Background: an optimization exercise with open tools, aiming at small area and a short achievable clock period. Do not read the settings as production practice. Function was checked by simulation only, so behaviour that the tests miss may differ from the original. Power is estimated from default activity; no workload was simulated.

## garnet
// PipelinedFAdd
module PipelinedFAdd (
  input  wire        clk,
  input  wire        rst,
  input  wire [31:0] A,
  input  wire [31:0] B,
  input  wire        operation,
  input  wire        in_valid,
  output wire [31:0] result,
  output wire        out_valid
);
Size: about 1600 cells after synthesis, about 100 I/O pins, about 11000 sq um of cells after synthesis.
Settings: LEC_CHECK=0, ABC_AREA=1, CAP_MARGIN=20, CORE_MARGIN=2, CORE_UTILIZATION=40, CTS_BUF_LIST=sky130_fd_sc_hd__clkbuf_8, CTS_CLUSTER_DIAMETER=60, CTS_CLUSTER_SIZE=25, SETUP_SLACK_MARGIN=5, SLEW_MARGIN=20; clock period 8.0 ns.
standard.sh (not shown) runs the stock make flow with config.mk's settings and CLKGATE_MAP_FILE= SYNTH_SCRIPT=/design/flow/synth_recipe.tcl, a recipe that flattens the netlist after the stock synthesis.
==> flow/flow/run.sh <==
#!/bin/bash
# Standard layout, with the adder cells left to ABC (no full/half adder
# extraction before it), port buffers of a plain buffer cell, a shallower
# clock tree, and timing repair aiming at a tighter setup margin.
# make's output goes to standard.log, each ORFS step logs to orfs/logs/.
bash standard.sh ADDER_MAP_FILE= SETUP_SLACK_MARGIN=5.5 \
  "BUFFER_PORTS_ARGS=-buffer_cell sky130_fd_sc_hd__buf_2" \
  "CTS_ARGS=-sink_clustering_enable -repair_clock_nets -sink_clustering_size 20 -sink_clustering_max_diameter 50 -buf_list sky130_fd_sc_hd__clkbuf_8 -root_buf sky130_fd_sc_hd__clkbuf_16 -sink_clustering_levels 1 -num_static_layers 0" \
  finish > standard.log 2>&1
garnet ran to completion and came out clean on the timing, design-rule and antenna checks.
For cedar, these inputs were changed with respect to garnet:
--- a/flow/flow/run.sh
+++ b/flow/flow/run.sh
@@ -2,3 +2,7 @@
-# Standard layout, with the adder cells left to ABC (no full/half adder
-# extraction before it), port buffers of a plain buffer cell, a shallower
-# clock tree, and timing repair aiming at a tighter setup margin.
+# Standard layout with these changes:
+#  - synthesis maps the logic with ABC's area mapper (amap) instead of map,
+#    and leaves adders to ABC (no full/half adder extraction before it);
+#    the ORFS scripts are copied here and only abc_area.script is replaced;
+#  - port buffers of a plain buffer cell;
+#  - a clock tree of clkbuf_8 leaves under a clkbuf_16 root;
+#  - timing repair aiming at a tighter setup margin.
@@ -6 +10,5 @@
-bash standard.sh ADDER_MAP_FILE= SETUP_SLACK_MARGIN=5.5 \
+S=$PWD/orfs_scripts
+rm -rf "$S"
+cp -r "$FLOW_HOME/scripts" "$S"
+printf '%s\n' strash dch amap topo 'stime -c' 'buffer -c' 'upsize -c' 'dnsize -c' > "$S/abc_area.script"
+bash standard.sh ADDER_MAP_FILE= SCRIPTS_DIR="$S" SETUP_SLACK_MARGIN=5.5 TNS_END_PERCENT=10 \
Findings:
cedar: flow completed, timing, DRC and antenna clean. Of cedar and garnet, cedar shows the lower total of clock buffers placed in the layout, with garnet above it. [diff] internal power, cedar relative to garnet: improvement. Number of DRC markers in iteration 0 in cedar vs garnet: up 190. In cedar, the sequential share of power came out 1.7 points above the value in garnet. Sort cedar and garnet by depth of the most critical reg-to-reg path, descending, and cedar comes first. Of cedar and garnet, the lower fraction of cell area in non-clock buffers belongs to garnet.
--- input diff cedar..sierra ---
==> flow/flow/run.sh <==
#!/bin/bash
# Standard layout, with the adder cells left to ABC (no full/half adder
# extraction before it), port buffers of a plain buffer cell, a shallower
# clock tree, and timing repair aiming at a tighter setup margin.
# make's output goes to standard.log, each ORFS step logs to orfs/logs/.
bash standard.sh ADDER_MAP_FILE= SETUP_SLACK_MARGIN=5.4 TNS_END_PERCENT=10 \
  "BUFFER_PORTS_ARGS=-buffer_cell sky130_fd_sc_hd__buf_2" \
  "CTS_ARGS=-sink_clustering_enable -repair_clock_nets -sink_clustering_size 20 -sink_clustering_max_diameter 50 -buf_list sky130_fd_sc_hd__clkbuf_8 -root_buf sky130_fd_sc_hd__clkbuf_16 -sink_clustering_levels 1 -num_static_layers 0" \
  finish > standard.log 2>&1
[sierra] synthesized cell count rose 440 relative to cedar
Relative to cedar, the shortest period the worst path allows of sierra is lower by 820 ps.
sierra vs cedar on core occupancy in the finished layout: sierra is the lower one.
Sort sierra and cedar by met2 usage asc -> top: cedar
In terms of clock network power, cedar and sierra differ only marginally.
When the final numbers for sierra and cedar were put side by side, the number of filler cells placed in the layout turned out to be smaller in cedar.
Compared with cedar, sierra shows multi-input logic portion of the cell area higher by 4.4 points.
sierra: maximum fanout along the worst path 62 below cedar
The run showing the greater first-iteration DRC count is cedar.
Changes observed in sierra relative to cedar: highest cell delay on the worst timing path fell by 90 ps, routability-driven placement congestion ratio up 0.016.


Setup of tundra:
Starting RTL as in the previous note.
==> flow/config.mk <==
export PLATFORM = sky130hd
export DESIGN_NAME = PipelinedFAdd
export DESIGN_NICKNAME = PipelinedFAdd
export VERILOG_FILES = /design/flow/design.v
export SDC_FILE = /design/flow/constraint.sdc
export NUM_CORES = 4
export LEC_CHECK = 0
export ABC_AREA = 1
export CAP_MARGIN = 20
export CORE_MARGIN = 2
export CORE_UTILIZATION = 40
export CTS_BUF_LIST = sky130_fd_sc_hd__clkbuf_8
export CTS_CLUSTER_DIAMETER = 60
export CTS_CLUSTER_SIZE = 25
export SETUP_SLACK_MARGIN = 5
export SLEW_MARGIN = 20
==> flow/constraint.sdc <==
create_clock -name core_clock -period 8.0 [get_ports {clk}]
set_input_delay 1.6000 -clock core_clock [delete_from_list [all_inputs] [get_ports {clk}]]
set_output_delay 1.6000 -clock core_clock [all_outputs]
set_load 0.01 [all_outputs]
==> flow/flow/run.sh <==
#!/bin/bash
# Standard layout, with the adder cells left to ABC (no full/half adder
# extraction before it), port buffers of a plain buffer cell, a shallower
# clock tree, and timing repair aiming at a tighter setup margin.
# make's output goes to standard.log, each ORFS step logs to orfs/logs/.
bash standard.sh ADDER_MAP_FILE= SETUP_SLACK_MARGIN=5.6 \
  "BUFFER_PORTS_ARGS=-buffer_cell sky130_fd_sc_hd__buf_2" \
  "CTS_ARGS=-sink_clustering_enable -repair_clock_nets -sink_clustering_size 25 -sink_clustering_max_diameter 60 -buf_list sky130_fd_sc_hd__clkbuf_8 -root_buf sky130_fd_sc_hd__clkbuf_16 -sink_clustering_levels 1 -num_static_layers 0" \
  finish > standard.log 2>&1
Changes in raven relative to tundra:
==> flow/flow/run.sh <==
#!/bin/bash
# Standard layout, with the adder cells left to ABC (no full/half adder
# extraction before it), port buffers of a plain buffer cell, and timing
# repair aiming at a tighter setup margin.
# make's output goes to standard.log, each ORFS step logs to orfs/logs/.
bash standard.sh ADDER_MAP_FILE= SETUP_SLACK_MARGIN=5.6 \
  "BUFFER_PORTS_ARGS=-buffer_cell sky130_fd_sc_hd__buf_2" finish > standard.log 2>&1
==> comparison <==
Looking at the reports, raven completed the entire flow and the layout it produced met the timing, design-rule and antenna checks.
raven against tundra; initial DRC count is up by more than 10%.
Layout inverter count without the clock tree across raven and tundra: no real change.
Summary of raven over tundra: number of iterations in the first detailed-routing pass shows an increase of 1, overall routed net length now sits higher, headroom to the max-slew limit shows a reduction of 0.63 points, sequential share of layout area went down by 0.68 points.
In the tables for raven and tundra, global router's overall resource usage reads higher with tundra.
## Diff of input files: juniper against raven
==> flow/flow/run.sh <==
#!/bin/bash
# Standard layout, with the adder cells left to ABC (no full/half adder
# extraction before it), port buffers of a plain buffer cell, a shallower
# clock tree, and timing repair aiming at a tighter setup margin.
# make's output goes to standard.log, each ORFS step logs to orfs/logs/.
bash standard.sh ADDER_MAP_FILE= SETUP_SLACK_MARGIN=5.2 \
  "BUFFER_PORTS_ARGS=-buffer_cell sky130_fd_sc_hd__buf_2" \
  "CTS_ARGS=-sink_clustering_enable -repair_clock_nets -sink_clustering_size 20 -sink_clustering_max_diameter 50 -buf_list sky130_fd_sc_hd__clkbuf_8 -root_buf sky130_fd_sc_hd__clkbuf_16 -sink_clustering_levels 1 -num_static_layers 0" \
  finish > standard.log 2>&1
==> comparison <==
In juniper relative to raven, routed wire length had gone down by more than 10%.
Fraction of area in multi-input gates (lower): juniper
In juniper, post-layout instance area is lower than in raven.
r1_swap as the end of the critical path was reported by juniper, and out_valid by raven.
In terms of mean cell area of the mapped netlist, juniper and raven differ only marginally.
Input changes introduced in delta (baseline for comparison: juniper):
==> flow/flow/run.sh <==
#!/bin/bash
# Standard layout with these changes:
#  - synthesis maps the logic with ABC after fraiging and dc2 rewriting,
#    and leaves adders to ABC (no full/half adder extraction before it);
#    the ORFS scripts are copied here and only abc_area.script is replaced;
#  - port buffers of a plain buffer cell;
#  - a clock tree of clkbuf_8 leaves under a clkbuf_16 root;
#  - timing repair aiming at a tighter setup margin.
# make's output goes to standard.log, each ORFS step logs to orfs/logs/.
S=$PWD/orfs_scripts
rm -rf "$S"
cp -r "$FLOW_HOME/scripts" "$S"
printf '%s\n' strash '&get -n' '&fraig -x' '&put' dc2 dch 'map -B 0.9' topo 'stime -c' 'buffer -c' 'upsize -c' 'dnsize -c' > "$S/abc_area.script"
bash standard.sh ADDER_MAP_FILE= SCRIPTS_DIR="$S" SETUP_SLACK_MARGIN=5.5 TNS_END_PERCENT=10 \
  "BUFFER_PORTS_ARGS=-buffer_cell sky130_fd_sc_hd__buf_2" \
  "CTS_ARGS=-sink_clustering_enable -repair_clock_nets -sink_clustering_size 20 -sink_clustering_max_diameter 50 -buf_list sky130_fd_sc_hd__clkbuf_8 -root_buf sky130_fd_sc_hd__clkbuf_16 -sink_clustering_levels 1 -num_static_layers 0" \
  finish > standard.log 2>&1
==> comparison <==
- On multiplexer area fraction after synthesis, delta and juniper are neck and neck.
- juniper → delta: sequential fraction of the synthesis area went up; insertion delay to the later sink of the worst-skew pair has decreased.
- Signed area change from the synthesized netlist to the final layout (delta over juniper): increase, 14 points
- Cells: delta has fewer instances than juniper
- The routed wire length reported for delta is smaller than that of juniper by about 0.6%.
- delta vs juniper, share of the clock period used by the worst path went up by 9.4 points.

re-timing with driven ports:
How much do the figures lean on ideal ports? The routed layouts below were timed once more, with nothing changed but the port constraints. Step 1 (the two cells are an assumption about what drives the block):
set clk [get_ports {clk}]
set_driving_cell -lib_cell sky130_fd_sc_hd__clkbuf_16 $clk
set_driving_cell -lib_cell sky130_fd_sc_hd__buf_2 [delete_from_list [all_inputs] $clk]
Step 2 adds t to the input delays and takes it off the output delays; t is the mean of the earliest and latest rising clock arrival at the registers after step 1. Input paths then give back, and output paths get back, about the clock's delay inside the block. Slacks: ideal / step 1 / step 2; pairs: ideal / step 1.
run	t (ns)	setup slack, ns	worst setup path at the end	worst register clock-pin slew, ns	worst data-port slew with drivers (ns)
garnet	0.542	5.441 / 5.391 / 5.038	input to register	0.10 / 0.10	0.04
cedar	0.546	4.607 / 4.607 / 4.607	register to register	0.11 / 0.11	0.05
sierra	0.538	5.423 / 5.380 / 4.933	input to register	0.09 / 0.09	0.03
tundra	0.526	5.449 / 5.399 / 5.147	input to register	0.12 / 0.12	0.03
raven	0.576	5.405 / 5.357 / 5.102	input to register	0.12 / 0.12	0.03
juniper	0.543	5.390 / 5.384 / 4.869	input to register	0.10 / 0.10	0.03
delta	0.529	4.636 / 4.636 / 4.636	register to register	0.10 / 0.10	0.03
After both steps every run listed still meets setup and hold. For juniper, which loses most, drivers alone change the setup slack by -0.006 ns; drivers and shift together by -0.521 ns.
